Background: an optimization exercise with open tools, aiming at small area and few clock cycles. Do not read the settings as production practice. Where RTL was checked, it was by simulation tests only, not by an equivalence proof against the original. The RTL of runs 2 and 3 was laid out without a check of its function. Power figures rest on the tool's default switching activity, not on a simulated workload.

File: design/flow/design.v
`timescale 1ns / 1ps
module Ctr(
	 input reset, 
    input [5:0] opCode,
    output reg regDst,
    output reg aluSrc,
    output reg memToReg,
    output reg regWrite,
    output reg memRead,
    output reg memWrite,
    output reg branch,
    output reg [1:0] aluOp,
    output reg jump
    );
	always @ (opCode or reset)
	begin
	if(reset)
	begin
				regDst = 0;
				aluSrc = 0;
				memToReg = 0;
				regWrite = 0;
				memRead = 0;
				memWrite = 0;
				branch =0;
				aluOp = 2'b00;
				jump = 0;
	end
	else
	case (opCode)
			6'b000010:
			begin
				regDst = 0;
				aluSrc = 0;
				memToReg = 0;
				regWrite = 0;
				memRead = 0;
				memWrite = 0;
				branch =0;
				aluOp = 2'b00;
				jump = 1;
			end
			6'b000000:
			begin
				regDst = 1;
				aluSrc = 0;
				memToReg = 0;
				regWrite = 1;
				memRead = 0;
				memWrite = 0;
				branch =0;
				aluOp = 2'b10;
				jump = 0;
			end
			6'b100011:
			begin
				regDst = 0;
				aluSrc = 1;
				memToReg = 1;
				regWrite = 1;
				memRead = 1;
				memWrite = 0;
				branch =0;
				aluOp = 2'b00;
				jump = 0;
			end
			6'b101011:
			begin
				regDst = 0;
				aluSrc = 1;
				memToReg = 1;
				regWrite = 0;
				memRead = 0;
				memWrite = 1;
				branch =0;
				aluOp = 2'b00;
				jump = 0;
			end
			6'b000100:
			begin
				regDst = 0;
				aluSrc = 0;
				memToReg = 1;
				regWrite = 0;
				memRead = 0;
				memWrite = 0;
				branch =1;
				aluOp = 2'b01;
				jump = 0;
			end
			default:
			begin
				regDst = 0;
				aluSrc = 0;
				memToReg = 0;
				regWrite = 0;
				memRead = 0;
				memWrite = 0;
				branch =0;
				aluOp = 2'b00;
				jump = 0;
			end
		endcase
		end
endmodule
`timescale 1ns / 1ps
module AluCtr(    
	 input reset,
	 input [1:0] aluOp,
    input [5:0] funct,
    output reg [3:0] aluCtr);
	 always @ (aluOp or funct or reset)
	 if(reset)
		aluCtr=0;
	 else
	 begin
	 casex ({aluOp, funct})
		8'b1xxx0000:aluCtr = 4'b0010;
		8'b1xxx0010:aluCtr = 4'b0110;
		8'b1xxx0100:aluCtr = 4'b0000;
		8'b1xxx0101:aluCtr = 4'b0001;
		8'b1xxx1010:aluCtr = 4'b0111;
		8'bx1xxxxxx:aluCtr = 4'b0110;
		8'b00xxxxxx:aluCtr = 4'b0010;
		default:aluCtr = 4'b1111;
	 endcase
	 end
endmodule
`timescale 1ns / 1ps
module ALU(
	 input reset,
	 input [31:0] input1,
	 input [31:0] input2,
	 input [3:0] aluCtr,
	 output reg zero,
	 output reg[31:0] aluRes);
	 always @ (input1 or input2 or aluCtr or reset)
	 begin 
			if(reset)
			begin
			zero=0;
			aluRes=0;
			end
			else if (aluCtr == 4'b0010)  
			begin
				aluRes = input1 + input2;
				if (aluRes == 0)
					zero = 1;
				else 
					zero = 0;
			end
			else if (aluCtr == 4'b0110) 
			begin
				aluRes = input1 - input2;
				if (aluRes == 0)
					zero = 1;
				else 
					zero = 0;
			end
			else if (aluCtr == 4'b0000) 
			begin
				aluRes = input1 & input2;
				if (aluRes == 0)
					zero = 1;
				else
					zero = 0;
			end
			else if (aluCtr == 4'b0001)  
			begin
				aluRes = input1 | input2;
				if (aluRes == 0)
					zero = 1;
				else 
					zero = 0;
			end
			else if (aluCtr == 4'b0111)  
			begin
				if (input1 < input2)
					aluRes = 1;
				else
					aluRes = 0;
				if (aluRes == 0)
					zero = 1;
				else 
					zero = 0;
			end
			else if (aluCtr == 4'b1100) 
			begin
				aluRes = input1 ^ input2;
				if (aluRes == 0)
					zero = 1;
				else 
					zero = 0;
			end
			else
			begin
				aluRes = 0;
				zero = 1;
			end
	end
endmodule
`timescale 1ns / 1ps
module register(
    input clock_in,
	 input reset,
    input [25:21] readReg1,
    input [20:16] readReg2,
    input [4:0] writeReg,
    input [31:0] writeData,
    input regWrite,
    output reg [31:0] readData1,
    output reg [31:0] readData2,
	 output [7:0] register1,
	 output [7:0] register2,
	 output [7:0] register3,
	 output [7:0] register4);
	 reg [31:0] regFile[15:0];
	assign register1=regFile[1][7:0];
	assign register2=regFile[2][7:0];
	assign register3=regFile[3][7:0];
	assign register4=regFile[4][7:0];
	 always @ (*)
	 begin
		if(reset)
		begin
			readData1=0;
			readData2=0;
		end
		else
		begin
				readData1 = regFile[readReg1[24:21]];
				readData2 = regFile[readReg2[19:16]];
		end
	 end
	 always @ (posedge clock_in)
	 begin
		if(reset)
		begin
		regFile[0] <= 32'b00000000000000000000000000000000;
		regFile[1] <= 32'b00000000000000000000000000000001;
		regFile[2] <= 32'b00000000000000000000000000000010;
		regFile[3] <= 32'b00000000000000000000000000000011;
		regFile[4] <= 32'b00000000000000000000000000000100;
		regFile[5] <= 32'b00000000000000000000000000000101;
		regFile[6] <= 32'b00000000000000000000000000000110;
		regFile[7] <= 32'b00000000000000000000000000000111;	 
		regFile[8] <= 32'b00000000000000000000000000001000;
		regFile[9] <= 32'b00000000000000000000000000001001;
		regFile[10] <= 32'b00000000000000000000000000001010;
		regFile[11] <= 32'b00000000000000000000000000001011;
		regFile[12] <= 32'b00000000000000000000000000001100;
		regFile[13] <= 32'b00000000000000000000000000001101;
		regFile[14] <= 32'b00000000000000000000000000001110;
		regFile[15] <= 32'b00000000000000000000000000001111;
		end
		else
		begin
				if(regWrite == 1)
					regFile[writeReg[3:0]] <= writeData;
		end
	 end
endmodule
`timescale 1ns / 1ps
module signext(
    input [15:0] inst,
	 input reset,
    output reg [31:0] data
    );
	always @ (inst or reset)
	begin 
	if(reset)
		data=0;
		else if (inst[15] == 0)
			data = {16'b0000000000000000,inst};
		else
			data = {16'b1111111111111111,inst};
		end
endmodule
`timescale 1ns / 1ps
module mips_top(
    input         clk,
    input         reset,
    output [31:0] imem_addr,
    input  [31:0] imem_data,
    output [31:0] dmem_addr,
    output [31:0] dmem_wdata,
    output        dmem_we,
    input  [31:0] dmem_rdata
    );
	reg  [31:0] pc;
	wire [31:0] inst = imem_data;
	wire regDst, aluSrc, memToReg, regWrite, memRead, memWrite, branch, jump;
	wire [1:0] aluOp;
	wire [3:0] aluCtr;
	wire [31:0] readData1, readData2, immExt, aluRes;
	wire zero;
	wire [7:0] r1, r2, r3, r4;
	Ctr mainCtr(
		.reset(reset), .opCode(inst[31:26]),
		.regDst(regDst), .aluSrc(aluSrc), .memToReg(memToReg),
		.regWrite(regWrite), .memRead(memRead), .memWrite(memWrite),
		.branch(branch), .aluOp(aluOp), .jump(jump));
	AluCtr aluCtrl(
		.reset(reset), .aluOp(aluOp), .funct(inst[5:0]), .aluCtr(aluCtr));
	wire [4:0]  writeReg  = regDst ? inst[15:11] : inst[20:16];
	wire [31:0] writeData = memToReg ? dmem_rdata : aluRes;
	register regs(
		.clock_in(clk), .reset(reset),
		.readReg1(inst[25:21]), .readReg2(inst[20:16]),
		.writeReg(writeReg), .writeData(writeData), .regWrite(regWrite),
		.readData1(readData1), .readData2(readData2),
		.register1(r1), .register2(r2), .register3(r3), .register4(r4));
	signext ext(.inst(inst[15:0]), .reset(reset), .data(immExt));
	ALU alu(
		.reset(reset), .input1(readData1),
		.input2(aluSrc ? immExt : readData2),
		.aluCtr(aluCtr), .zero(zero), .aluRes(aluRes));
	wire [31:0] pcPlus4  = pc + 32'd4;
	wire [31:0] pcBranch = pcPlus4 + {immExt[29:0], 2'b00};
	wire [31:0] pcJump   = {pcPlus4[31:28], inst[25:0], 2'b00};
	always @(posedge clk)
	begin
		if (reset)
			pc <= 32'd0;
		else if (jump)
			pc <= pcJump;
		else if (branch & zero)
			pc <= pcBranch;
		else
			pc <= pcPlus4;
	end
	assign imem_addr  = pc;
	assign dmem_addr  = aluRes;
	assign dmem_wdata = readData2;
	assign dmem_we    = memWrite;
endmodule
File: design/flow/run.sh
#!/bin/bash
# synth_recipe.tcl (not shown) runs the flow's synth.tcl, then flattens the netlist and writes it again
# the make line also repeats each setting of config.mk as NAME=value (left out here)
make -C /OpenROAD-flow-scripts/flow DESIGN_CONFIG=/design/flow/config.mk WORK_HOME=/design/flow/orfs CLKGATE_MAP_FILE= SYNTH_SCRIPT=/design/flow/synth_recipe.tcl finish
File: design/flow/config.mk
export PLATFORM = sky130hd
export DESIGN_NAME = mips_top
export DESIGN_NICKNAME = mips_top
export VERILOG_FILES = /design/flow/design.v
export SDC_FILE = /design/flow/constraint.sdc
export NUM_CORES = 4
export LEC_CHECK = 0
export CAP_MARGIN = 20
export CORE_MARGIN = 2
export CORE_UTILIZATION = 40
export PLACE_DENSITY = 0.6
export SLEW_MARGIN = 20
File: design/flow/constraint.sdc
create_clock -name core_clock -period 8.0 [get_ports {clk}]
set_input_delay 1.6000 -clock core_clock [delete_from_list [all_inputs] [get_ports {clk}]]
set_output_delay 1.6000 -clock core_clock [all_outputs]
set_load 0.01 [all_outputs]
==> impl_metrics.toml, run 1 <==
[run_status]
outcome = "complete, no violations"

[sta]
setup_tns_ns = 0
clock_skew_ns = 0.0163
fmax_mhz = 126
tightest_slew_ns = 1.13
setup_viol = 0
fin_crit_ns = 7.92
period_share_pct = 99.0
slew_headroom_pct = 24.6
hold_ws_ns = 0.615
fin_ws_ns = 0.0788
hold_viol_final = 0
slew_violations = 0

[cts]
clockBufferDepth = 3
root_buffer = "clkbuf_16"
h-tree-depth = 2
ctsHoldBuffers = 0
cts_buffers = 57
clock_sinks = 542
path_clk_slew_ns = 0.06
worstSkewPairLatency_ns = 0.65
cts_tree = "yes"

[worst_setup_path]
worstReg2RegStart = "regs.regFile[15][23]"
r2r_slack_ns = 1.92
reg2regPathDepth = 22
start_kind = "input pin"
cp-endpoint = "dmem_addr[31]"
path_class = "in -> out"
crit_path_start = "imem_data[16]"
critPathArrivalTime_ns = 6.32
endpoint_kind = "output pin"
path_max_fanout = 13
rr_endpoint = "pc[5]"
worstPathRequired_ns = 6.40

[synth]
yosys.area.top_type_share_pct = 43.2
synth_common_cells = "nor2_1, edfxtp_1, mux4_2"
synth_compound_area_share_pct = 10.0
synth_cell_types = 91
synth_top_family_by_area = "multiplexers"
synth_top_area_cell = "edfxtp_1"
synth_ff_type = "edfxtp_1"
synth-xor-area-share_pct = 1.97
synth-edff-count = 512
synth_cells = 3068
synth_adder_area_share_pct = 4.57
seq_area_frac_synth_pct = 44.9
syn_avg_cell_area_sq_um = 11.6
synth_area_leaders = "edfxtp_1, mux4_2, nor2_1"
ys.warnings.count = 6
synth-simple-area-share_pct = 13.3
synth-seq-cells = 542
muxShareOfSynthArea_pct = 21.2
synthMostInstantiatedCell = "nor2_1"
syn_area_sq_um = 35500
ys_async_sr_fraction_pct = 0

[worst_hold_path]
hold_start = "pc[31]"
hold_class = "reg -> reg"

[grt]
grt_usage_pct = 28.6
grt.overflow.total = 0
grt_pass1_vias = 28700
grt_antenna_before_repair = 1
grt_start_max_net_pins = 49
grt_pass1_wl_um = 191000

[drt]
drt_iter0_drc = 3452
highest_layer = "met4"
drc = 0
wl_per_cell_um = 27.6
drt-met1-wl_um = 50900
dr_total_vias = 29100
wl_met3_um = 13600
routed_wl_um = 133000
ant_nets = 0
first_pass_iters = 6
routed-wl-met2_um = 63000
viasPerCell = 6.05

[floorplan]
initial_utilization_pct = 40.3
fp.dieH_um = 302
rows = 109
io_pins = 163
die_area_sq_um = 91300
die_w_um = 302
core_sq_um = 88200

[job]
maxCapViolations = 0

[final_layout]
final_area_sq_um = 44900
nets = 3797
multi_input_area_sq_um = 18800
fill_cells = 7672
area.sequential_sq_um = 16000
drive_gt1_share_pct = 31.0
syn_to_final_growth_pct = 26.2

[place]
place_ws_ns = -0.758
placed_area_sq_um = 41900
post-dp-hpwl_um = 90000
io_buffers = 160
place_congestion = 0.977

[power]
power_density_nw_per_um2 = 179
ir_worst_vdd_mv = 0.140
power_mw = 8.02
power.leakage_nw = 16.9
## routing by layer
| layer | vias to the layer above | track usage [%] |
|---|---|---|
| met2 | 1687 | 47.6 |
| met5 | - | 0 |
| met3 | 271 | 5.04 |
| li1 | 12600 | - |
| met4 | 0 | 10.5 |
| met1 | 14500 | 37.6 |
## cells in the final DEF (no fill, tap or decap), drive strengths merged, types with 10 or more instances in the layout
cell type        n
a211o           32
a211oi          68
a21o            26
a21oi          137
a221oi          14
a31oi           16
and3            16
buf            572
clkbuf          68
clkdlybuf4s50  131
clkinv          26
dfxtp           30
edfxtp         512
ha             125
inv            117
mux2i           98
mux4           288
nand2           89
nand2b          48
nand3           57
nand4           16
nor2           632
nor2b           94
nor3            37
nor4            14
o211ai          10
o21a            11
o21ai           73
o21bai          19
o221ai          10
o22ai           13
o31ai           15
or2             14
xnor2           59
xor2            21
## power breakdown
group	internal, mW	leakage [nW]	switching, mW	total [mW]
logic	0.953	10.5	1.10	2.06
registers	3.19	5.50	0.0502	3.24
clock network	1.51	0.903	1.22	2.73
total	5.65	16.9	2.37	8.02
## worst max-delay path, stage by stage
cell and delay (ns):
buf_16 0.16, buf_4 0.17, mux4_2 0.49, mux4_2 0.56, nor2b_1 0.19, mux2i_2 0.22, ha_1 0.29, buf_4 0.17
nor4_2 0.27, buf_4 0.16, nand2_1 0.08, nor3_4 0.25, o31a_1 0.30, o21ai_2 0.10, o211a_4 0.27, o31a_1 0.30
a311oi_2 0.32, a221oi_2 0.09, buf_4 0.15, dlymetal6s2s_1 0.16
## how the worst min path moves through the flow
stage / to / cells past startpoint
2_1_floorplan: pc[31] / 3
3_3_place_gp: pc[31] / 3
3_5_place_dp: pc[31] / 3
4_1_cts: pc[31] / 3
5_1_grt: pc[31] / 3
6_report: pc[31] / 3
## per-stage QoR
stage                     instances  util [%]
after floorplan                3069         -
after global placement         4659      47.5
after detailed placement       4659      47.5
after CTS                      4791      50.3
after global routing           4813      50.8
final                          4814      50.8
## flip-flops by register name (all words and copies together) (netlist names)
register and cells:
pc 30, regs.regFile 512
## kinds of logic (layout without fill, tap and decap cells)
group	Yosys count	count (layout)
multiplexers	392	392
XOR/XNOR	80	80
adder cells (fa/ha/maj)	128	128
AO/OA/AOI/OAI	510	510
flip-flops	542	542
buffers and inverters	362	941
AND/OR/NAND/NOR	1053	1053
other	1	3
## repair_timing
action	in CTS	in global routing
resized for setup	82	93
buffers inserted	27	21
endpoints found under the setup margin	23	23
pin swaps	29	36
cloned	1	1
## cell type report
cell class / instances / share of cell area, %
antenna: 1 / 0.00558
inverter: 114 / 0.959
clock buffer: 62 / 3.22
tap: 1165 / 3.25
multi-input combinational: 2165 / 41.9
clock inverter: 42 / 0.965
timing repair buffer: 723 / 14.1
sequential: 542 / 35.6
Testbench counts, summed over its fixed seeds: cycles 74,808.
==> run 2: changes to the inputs <==
==> design/flow/design.v (replaced) <==
`timescale 1ns / 1ps
module rf_aoi222(input a0, a1, b0, b1, c0, c1, output y);
	assign y = ~((a0 & a1) | (b0 & b1) | (c0 & c1));
endmodule
module rf_nand2(input a, b, output y);
	assign y = ~(a & b);
endmodule
module rf_nand6(input [5:0] a, output y);
	assign y = ~(&a);
endmodule
module rf_sel16(input [15:0] d, input [15:0] s, output y);
	wire [5:0] n;
	rf_aoi222 g0(d[0],  s[0],  d[1],  s[1],  d[2],  s[2],  n[0]);
	rf_aoi222 g1(d[3],  s[3],  d[4],  s[4],  d[5],  s[5],  n[1]);
	rf_aoi222 g2(d[6],  s[6],  d[7],  s[7],  d[8],  s[8],  n[2]);
	rf_aoi222 g3(d[9],  s[9],  d[10], s[10], d[11], s[11], n[3]);
	rf_aoi222 g4(d[12], s[12], d[13], s[13], d[14], s[14], n[4]);
	rf_nand2  g5(d[15], s[15], n[5]);
	rf_nand6  g6(n, y);
endmodule
module rf_read(input [3:0] sel, input [511:0] q, output [31:0] y);
	wire [15:0] oh = 16'd1 << sel;
	genvar i, j;
	generate
		for (j = 0; j < 32; j = j + 1) begin : bit_
			wire [15:0] col;
			for (i = 0; i < 16; i = i + 1) begin : reg_
				assign col[i] = q[32*i + j];
			end
			rf_sel16 m(.d(col), .s(oh), .y(y[j]));
		end
	endgenerate
endmodule
`timescale 1ns / 1ps
module mips_top(
    input         clk,
    input         reset,
    output [31:0] imem_addr,
    input  [31:0] imem_data,
    output [31:0] dmem_addr,
    output [31:0] dmem_wdata,
    output        dmem_we,
    input  [31:0] dmem_rdata
    );
	wire [31:0] inst = imem_data;
	wire [5:0]  op   = inst[31:26];
	wire [3:0]  fn   = inst[3:0];
	wire isR   = (op == 6'b000000);
	wire isLW  = (op == 6'b100011);
	wire isSW  = (op == 6'b101011);
	wire isBEQ = (op == 6'b000100);
	wire isJ   = (op == 6'b000010);
	reg  [31:2] pc;
	reg  [31:0] rf [0:15];
	wire [511:0] q;
	genvar gi;
	generate
		for (gi = 0; gi < 16; gi = gi + 1) begin : rfq
			assign q[32*gi +: 32] = rf[gi];
		end
	endgenerate
	wire [31:0] a, b;
	rf_read rda(.sel(inst[24:21]), .q(q), .y(a));
	rf_read rdb(.sel(inst[19:16]), .q(q), .y(b));
	wire [31:0] imm = {{16{inst[15]}}, inst[15:0]};
	wire        sub  = ~op[5] & (op[2] | fn[1]);
	wire [31:0] bop  = op[5] ? imm : b;
	wire [32:0] sum  = {1'b0, a} + {1'b0, bop ^ {32{sub}}} + {32'd0, sub};
	wire        ltu  = ~sum[32];
	wire        eq   = (sum[31:0] == 32'd0);
	reg  [31:0] rres;
	always @(*) begin
		case (fn)
			4'b0000, 4'b0010: rres = sum[31:0];
			4'b0100:          rres = a & b;
			4'b0101:          rres = a | b;
			4'b1010:          rres = {31'd0, ltu};
			default:          rres = 32'd0;
		endcase
	end
	wire        we   = isR | isLW;
	wire [3:0]  wreg = isR ? inst[14:11] : inst[19:16];
	wire [31:0] wd   = isLW ? dmem_rdata : rres;
	wire [31:0] wd0  = reset ? 32'd0 : wd;
	wire [3:0]  wd1  = reset ? 4'hf : wd[3:0];
	integer k, i;
	always @(posedge clk) begin
		for (k = 0; k < 16; k = k + 1)
			if (reset | (we & (wreg == k))) begin
				rf[k][31:4] <= wd0[31:4];
				for (i = 0; i < 4; i = i + 1)
					rf[k][i] <= ((k >> i) & 1) ? wd1[i] : wd0[i];
			end
	end
	wire [31:2] pc4 = pc + 30'd1;
	wire [31:2] pcb = pc4 + imm[29:0];
	always @(posedge clk) begin
		if (reset)
			pc <= 30'd0;
		else if (isJ)
			pc <= {pc4[31:28], inst[25:0]};
		else if (isBEQ & eq)
			pc <= pcb;
		else
			pc <= pc4;
	end
	assign imem_addr  = {pc, 2'b00};
	assign dmem_addr  = sum[31:0];
	assign dmem_wdata = b;
	assign dmem_we    = isSW & ~reset;
endmodule
--- a/design/flow/config.mk
+++ b/design/flow/config.mk
@@ -10,3 +10,4 @@
 export CORE_UTILIZATION = 40
 export PLACE_DENSITY = 0.6
 export SLEW_MARGIN = 20
+export SYNTH_HIERARCHICAL = 1
==> run 2 against run 1 <==
Net effect:
- cell count is 25% lower
- clock power decreased by 5%
- still clean on timing, DRC and antenna
- hold slack worse by 0.018 ns
- global-route usage grew 2.0 points
- synthesized area down 22%
- count of clock-buffer cells in the layout increased by 7
- routed wire length shrank 16%
- core utilization up 0.82 points
- largest power group unchanged
- critical path depth fell by 3
- sequential share of layout area grew 9.4 points
- via count decreased by 15%
- combinational power decreased by 3%
==> impl_metrics.toml, run 2 <==
[grt]
grt_antenna_before_repair = 2
grt_usage_pct = 30.6
grt.overflow.total = 0
grt_pass1_wl_um = 160000
grt_pass1_vias = 24500
grt_start_max_net_pins = 50

[sta]
tightest_slew_ns = 1.14
slew_headroom_pct = 23.7
fin_crit_ns = 7.88
slew_violations = 0
fmax_mhz = 127
setup_viol = 0
hold_viol_final = 0
rsz0062_at_grt = "true"
fin_ws_ns = 0.123
period_share_pct = 98.5
clock_skew_ns = 0.0282

[cts]
clockBufferDepth = 3
h-tree-depth = 2
cts_tree = "yes"
cts_buffers = 58
worstSkewPairLatency_ns = 0.64
root_buffer = "clkbuf_16"
clock_sinks = 542
path_clk_slew_ns = 0.06

[synth]
synth_area_leaders = "edfxtp_1, a222oi_1, ha_1"
synth_cells = 2151
ys_async_sr_fraction_pct = 0
synth_top_family_by_area = "compound AO/OA/AOI/OAI gates"
synth_common_cells = "edfxtp_1, a222oi_1, nand2_1"
synth_compound_area_share_pct = 20.5
synth-xor-area-share_pct = 2.93
muxShareOfSynthArea_pct = 0.612
yosys.area.top_type_share_pct = 55.3
syn_area_sq_um = 27800
synth-simple-area-share_pct = 12.7
synth_cell_types = 78
synthMostInstantiatedCell = "edfxtp_1"
synth_ff_type = "edfxtp_1"
synth-seq-cells = 542
ys.warnings.count = 8
synth_top_area_cell = "edfxtp_1"
synth_adder_area_share_pct = 4.22
synth-edff-count = 512
syn_avg_cell_area_sq_um = 12.9
seq_area_frac_synth_pct = 57.5

[worst_hold_path]
hold_class = "reg -> reg"

[floorplan]
rows = 96
fp.dieH_um = 268
die_area_sq_um = 71600
initial_utilization_pct = 40.5
die_w_um = 268
io_pins = 163
core_sq_um = 68700

[job]
maxCapViolations = 0

[drt]
drt_iter0_drc = 5215
ant_nets = 0
wl_per_cell_um = 30.8
dr_total_vias = 24700
viasPerCell = 6.81
drc = 0
first_pass_iters = 14
routed_wl_um = 112000

[final_layout]
drive_gt1_share_pct = 20.1
regMostFlops = "rf"
largest_register_ffs = 512
n_antenna_cell = 0
syn_to_final_growth_pct = 27.7
nets = 2787
final_cell_mix = "edfxtp_1, a222oi_1, buf_4"
reg_top3 = "rf x512, pc x30"
mostFrequentLayoutCell = "edfxtp_1"

[place]
io_buffers = 160
post-dp-hpwl_um = 73600
place_ws_ns = -0.479
place_congestion = 0.953

[run_status]
outcome = "complete, no violations"

[power]
power_mw = 7.94
power_density_nw_per_um2 = 224
power.leakage_nw = 13.0
ir_worst_vdd_mv = 0.173

[worst_setup_path]
worstPathRequired_ns = 6.40
start_kind = "input pin"
critPathArrivalTime_ns = 6.28
path_class = "in -> out"
endpoint_kind = "output pin"
path_max_fanout = 12
==> run 2: changes by cell type after synthesis, sizes merged, moves of 60 or more <==
cell	previous run	this run
mux4	288	0
a222oi	0	321
mux2i	98	17
ha	125	65
inv	112	32
a21oi	137	59
and4	4	73
clkbuf	182	48
nor2	632	112
nor2b	94	5
==> run 2: per-layer routing <==
metal | track usage (%) | up-vias | wire (um)
met1 | 40.3 | 12000 | 42100
met4 | 14.7 | 4 | 5750
met5 | 0 | - | 20
met3 | 6.41 | 363 | 13800
li1 | - | 10400 | -
met2 | 48.1 | 1972 | 50200
==> run 2: metrics by stage <==
step                util [%]  hold slack, ns  area [sq um]  TNS [ns]  instances
finish                  51.7           0.597         35500         0       3631
global route            51.7           0.658         35500   -0.0623       3631
CTS                     51.4           0.610         35300  -0.00989       3621
detailed placement      48.5           0.594         33300     -3.54       3509
global placement        48.5           0.581         33300     -2.59       3509
floorplan                  -           0.620         27800         0       2152
==> run 2: area by class of cell <==
| type | instances | area, sq um |
|---|---|---|
| Fill cell | 5921 | 33200 |
| Sequential cell | 542 | 16000 |
| Multi-Input combinational cell | 1510 | 11800 |
| Timing Repair Buffer | 510 | 4670 |
| Clock buffer | 69 | 1490 |
| Tap cell | 931 | 1160 |
| Clock inverter | 37 | 307 |
| Inverter | 32 | 120 |
==> run 2: cells by family (layout without fill, tap and decap cells) <==
group / count (synthesis) / after routing
DFF: 542 / 542
and+or+nand+nor: 611 / 611
adders and majority gates: 99 / 99
AOI/OAI and AO/OA: 688 / 688
muxes: 17 / 17
other: 1 / 2
xor gates and xnor gates: 93 / 93
buffers and inverters: 100 / 648
==> run 2: path summary, 6_finish.rpt <==
check,from,endpoint,slack [ns],depth (start not counted)
hold reg to reg,pc[31],pc[31],0.60,3
setup reg to reg,rf[12][0],rf[14][30],2.31,19
setup / recovery,imem_data[17],dmem_addr[5],0.12,17
hold / removal,pc[31],pc[31],0.60,3
==> run 2: report_power, final <==
group	switching (mW)	total, mW	internal, mW
Combinational	1.12	1.99	0.864
Sequential	0.0830	3.36	3.27
Clock	1.14	2.59	1.46
==> run 2: worst max-delay path, cell delays in order <==
cell	delay [ns]
dlygate4sd2_1	0.37
buf_4	0.25
nor4b_4	0.48
buf_12	0.23
buf_12	0.18
a222oi_1	0.11
nand3_1	0.18
xor2_1	0.19
o21ai_0	0.10
ha_1	0.33
buf_4	0.12
nor2_1	0.04
nor2_1	0.18
buf_4	0.19
nand2_1	0.07
o311ai_1	0.93
clkdlybuf4s50_1	0.71
==> run 2: per-module statistics from Yosys, one instance, submodules excluded, a selection <==
module	copies in the design	cells inside	flops+latches	cell area, sq um
rf_aoi222	320	1	0	10.0
rf_nand2	64	1	0	3.75
mips_top	1	1599	542	22900
rf_nand6	64	2	0	13.8
rf_read	2	20	0	277
==> run 2: what timing repair did <==
item | 4_1_cts | 5_1_grt
resized for setup | 43 | 39
endpoints found under the setup margin | 17 | 21
pin swaps | 17 | 24
setup buffers | 6 | 7
gates cloned | 0 | 1
hold buffers | 0 | 0
==> run 3: changes to the inputs <==
--- a/design/flow/config.mk
+++ b/design/flow/config.mk
@@ -7,7 +7,8 @@
 export LEC_CHECK = 0
 export CAP_MARGIN = 20
 export CORE_MARGIN = 2
-export CORE_UTILIZATION = 40
-export PLACE_DENSITY = 0.6
+export CORE_UTILIZATION = 65
+export GPL_TIMING_DRIVEN = 0
+export PLACE_DENSITY = 0.75
 export SLEW_MARGIN = 20
 export SYNTH_HIERARCHICAL = 1
==> run 3 against run 2 <==
Net effect:
- register-to-register slack lost 0.37 ns
- die area down 38%
- power shrank 1.1%
- count of clock-buffer cells in the layout decreased by 6
- flip-flop and latch count is the same
- sequential share of layout area is 1.7 points higher
- now fails the layout checks on setup timing
- fmax fell by 2.9%
- design area shrank 3.6%
- combinational power decreased by 9.5%
- hold slack improved by 0.025 ns
- synthesized area did not move
- synthesized cell count is the same
==> impl_metrics.toml, run 3 <==
[power]
power_density_nw_per_um2 = 229
power_mw = 7.85
internal_power_mw = 5.51
pwr-share-comb_pct = 22.9
p_sw_mw = 2.34
seqPwrFrac_pct = 42.8
clkPwrFrac_pct = 34.2
swShare_pct = 29.9
power.leakage_nw = 12.2
ir_worst_vdd_mv = 0.222

[final_layout]
final_util_pct = 81.4
drive_gt1_share_pct = 14.0
fill_cells = 2349
mostFrequentLayoutCell = "edfxtp_1"
reg_top3 = "rf x512, pc x30"
nets = 2616
regMostFlops = "rf"
largest_register_ffs = 512
final_cell_mix = "edfxtp_1, a222oi_1, clkdlybuf4s50_1"
finalNonFillerCells = 3077
syn_to_final_growth_pct = 23.1

[synth]
synthMostInstantiatedCell = "edfxtp_1"
synth_top_area_cell = "edfxtp_1"
synth-edff-count = 512
synth_ff_type = "edfxtp_1"
syn_avg_cell_area_sq_um = 12.9
synth_cells = 2151
ys_async_sr_fraction_pct = 0
ys.warnings.count = 8
syn_area_sq_um = 27800
synth_common_cells = "edfxtp_1, a222oi_1, nand2_1"
synth_area_leaders = "edfxtp_1, a222oi_1, ha_1"
synth-seq-cells = 542
yosys.area.top_type_share_pct = 55.3
synth_cell_types = 78
seq_area_frac_synth_pct = 57.5

[floorplan]
core_sq_um = 42000
io_pins = 163
rows = 75
initial_utilization_pct = 66.1
die_w_um = 211
fp.dieH_um = 211
die_area_sq_um = 44400

[worst_setup_path]
worstPathRequired_ns = 6.40
critical_path.max_stage_delay_ns = 0.57
crit_top_cell = "buf_4"
critPathArrivalTime_ns = 6.51
critPathTopFamily = "compound AO/OA/AOI/OAI gates"
cp_num_buf_inv = 6
path_max_fanout = 11
crit_chain = "clkbuf_4 -> buf_12 -> buf_4 -> nor4b_4 -> buf_4 -> a222oi_1 -> nand3_1 -> xor2_1 -> o21ai_0 -> ha_2 -> o211a_1 -> a211oi_4 -> a2111o_1 -> a31o_4 -> o21a_4 -> o211ai_1 -> buf_4 -> clkdlybuf4s50_1"
path_class = "in -> out"
cp_slowest_cell = "nor4b_4"
start_kind = "input pin"
endpoint_kind = "output pin"

[sta]
period_share_pct = 101
slew_violations = 0
rsz0062_at_grt = "true"
fin_ws_ns = -0.110
setup_viol = 4
fmax_mhz = 123
hold_viol_final = 0
tightest_slew_ns = 1.26
clock_skew_ns = 0.0329
fin_crit_ns = 8.11
slew_headroom_pct = 16.0

[drt]
drt-met1-wl_um = 35700
wl_met3_um = 22300
viasPerCell = 8.56
routed-wl-met2_um = 48600
highest_layer = "met5"
routed_wl_um = 119000
first_pass_iters = 14
wl_per_cell_um = 38.5
drc = 0
dr_total_vias = 26300
ant_nets = 0
drt_iter0_drc = 7514

[place]
place_inst = 2916
post-dp-hpwl_um = 71800
io_buffers = 157
place_congestion = 1.01
place_ws_ns = -1.50

[cts]
path_clk_slew_ns = 0.06
cts_tree = "yes"
root_buffer = "clkbuf_16"
h-tree-depth = 2
cts_buffers = 55
clockBufferDepth = 3
ctsHoldBuffers = 0
worstSkewPairLatency_ns = 0.66
clock_sinks = 542

[run_status]
so.violations = "setup timing"
outcome = "complete, but fails checks"

[grt]
grt_pass1_wl_um = 167000
grt_pass1_vias = 25100
grt.overflow.total = 0
grt_usage_pct = 52.8
grt_start_max_net_pins = 33
grt_antenna_before_repair = 9

[worst_hold_path]
hold_class = "reg -> reg"

[job]
maxCapViolations = 0
[run 3: cell counts after synthesis]
Identical to the previous run, type by type.
[run 3: modules after synthesis, one instance, submodules excluded, a selection]
| module | area (sq um) | flip-flops and latches | copies in the design |
|---|---|---|---|
| rf_nand6 | 13.8 | 0 | 64 |
| rf_nand2 | 3.75 | 0 | 64 |
| rf_aoi222 | 10.0 | 0 | 320 |
| rf_read | 277 | 0 | 2 |
| mips_top | 22900 | 542 | 1 |
[run 3: through the flow]
step	setup TNS [ns]	hold WS, ns	instance area, sq um
finish	-0.174	0.622	34200
global route	-0.236	0.655	34200
CTS	0	0.630	33800
detailed placement	-57.72	0.598	31500
global placement	-1709.81	0.600	30100
floorplan	0	0.620	27800
[run 3: cell families (layout without fill, tap and decap cells)]
group / Yosys count / after routing / synth area share (%)
buf+inv: 100 / 470 / 1.62
compound gates: 688 / 688 / 20.5
fa+ha+maj: 99 / 99 / 4.22
xor+xnor: 93 / 93 / 2.93
simple gates: 611 / 617 / 12.7
other cells: 1 / 12 / 0.0135
flops: 542 / 542 / 57.5
mux: 17 / 17 / 0.612
[run 3: per-layer routing]
metal / track usage, % / vias to the layer above
met3: 26.4 / 949
met4: 41.2 / 10
met5: 1.56 / -
met2: 74.0 / 3092
met1: 61.6 / 12200
li1: - / 10100
[run 3: final timing paths]
check,end,startpoint,cells past startpoint,slack [ns]
worst max-delay path,dmem_addr[26],imem_data[19],18,-0.11
worst min register to register,pc[31],pc[31],3,0.62
worst min-delay path,pc[31],pc[31],3,0.62
worst max register to register,pc[25],rf[0][1],21,1.94
[run 3: layout make-up]
cell class                      instances  area, sq um  area share, %
Buffer                                 67          369           1.08
Multi-Input combinational cell       1516        12100           35.2
Inverter                               32          120          0.351
Antenna cell                           10         25.0         0.0731
Sequential cell                       542        16000           46.7
Tap cell                              539          674           1.97
Clock buffer                           63         1430           4.17
Timing Repair Buffer                  269         3160           9.24
Clock inverter                         39          418           1.22
[run 3: power groups by stage]
stage | Clock [mW] | Sequential (mW) | Combinational (mW)
floorplan | 0 | 3.39 | 0.828
global placement | 0 | 3.41 | 1.45
detailed placement | 0 | 3.41 | 1.54
CTS | 2.65 | 3.35 | 1.62
global route | 2.76 | 3.37 | 1.84
finish | 2.69 | 3.36 | 1.80
[run 3: tightest hold or removal path: cells and delay by family (launching register included)]
family	cells	cell delay, ns
and+or+nand+nor	1	0.07
DFF	1	0.34
muxes	1	0.06
xor gates and xnor gates	1	0.10
[run 3: repair_timing]
action                     4_1_cts  5_1_grt
gates resized for setup         89       71
setup buffers                   28       16
cloned                           6        0
pin swaps                       16       16
setup endpoints to repair       30       26

## port drivers added, routing unchanged
Ports are ideal in the flow. The routed layouts listed here were re-timed in OpenROAD.
Step 1, drivers: a clkbuf_16 drives clk and a buf_2 each remaining input, both assumed.
Step 2 times the ports against the registers' clock, not the clock port: input delays grow and output delays shrink by t, the midpoint of the rising clock arrivals with the driver on.
Three values: ideal ports, drivers, drivers and shift; two values: the first two.
run | t (ns) | slack for setup (ns) | worst hold slack (ns)
run 1 | 0.712 | 0.079 / -0.032 / -0.244 | 0.615 / 0.615 / 0.615
run 2 | 0.700 | 0.123 / 0.061 / 0.061 | 0.597 / 0.597 / 0.597
run 3 | 0.703 | -0.110 / -0.155 / -0.155 | 0.622 / 0.622 / 0.622
With both steps, setup timing fails in run 1, where it was met with ideal ports. The setup slack of run 1, which loses most, moves by -0.111 ns with the drivers and by -0.323 ns with both steps.
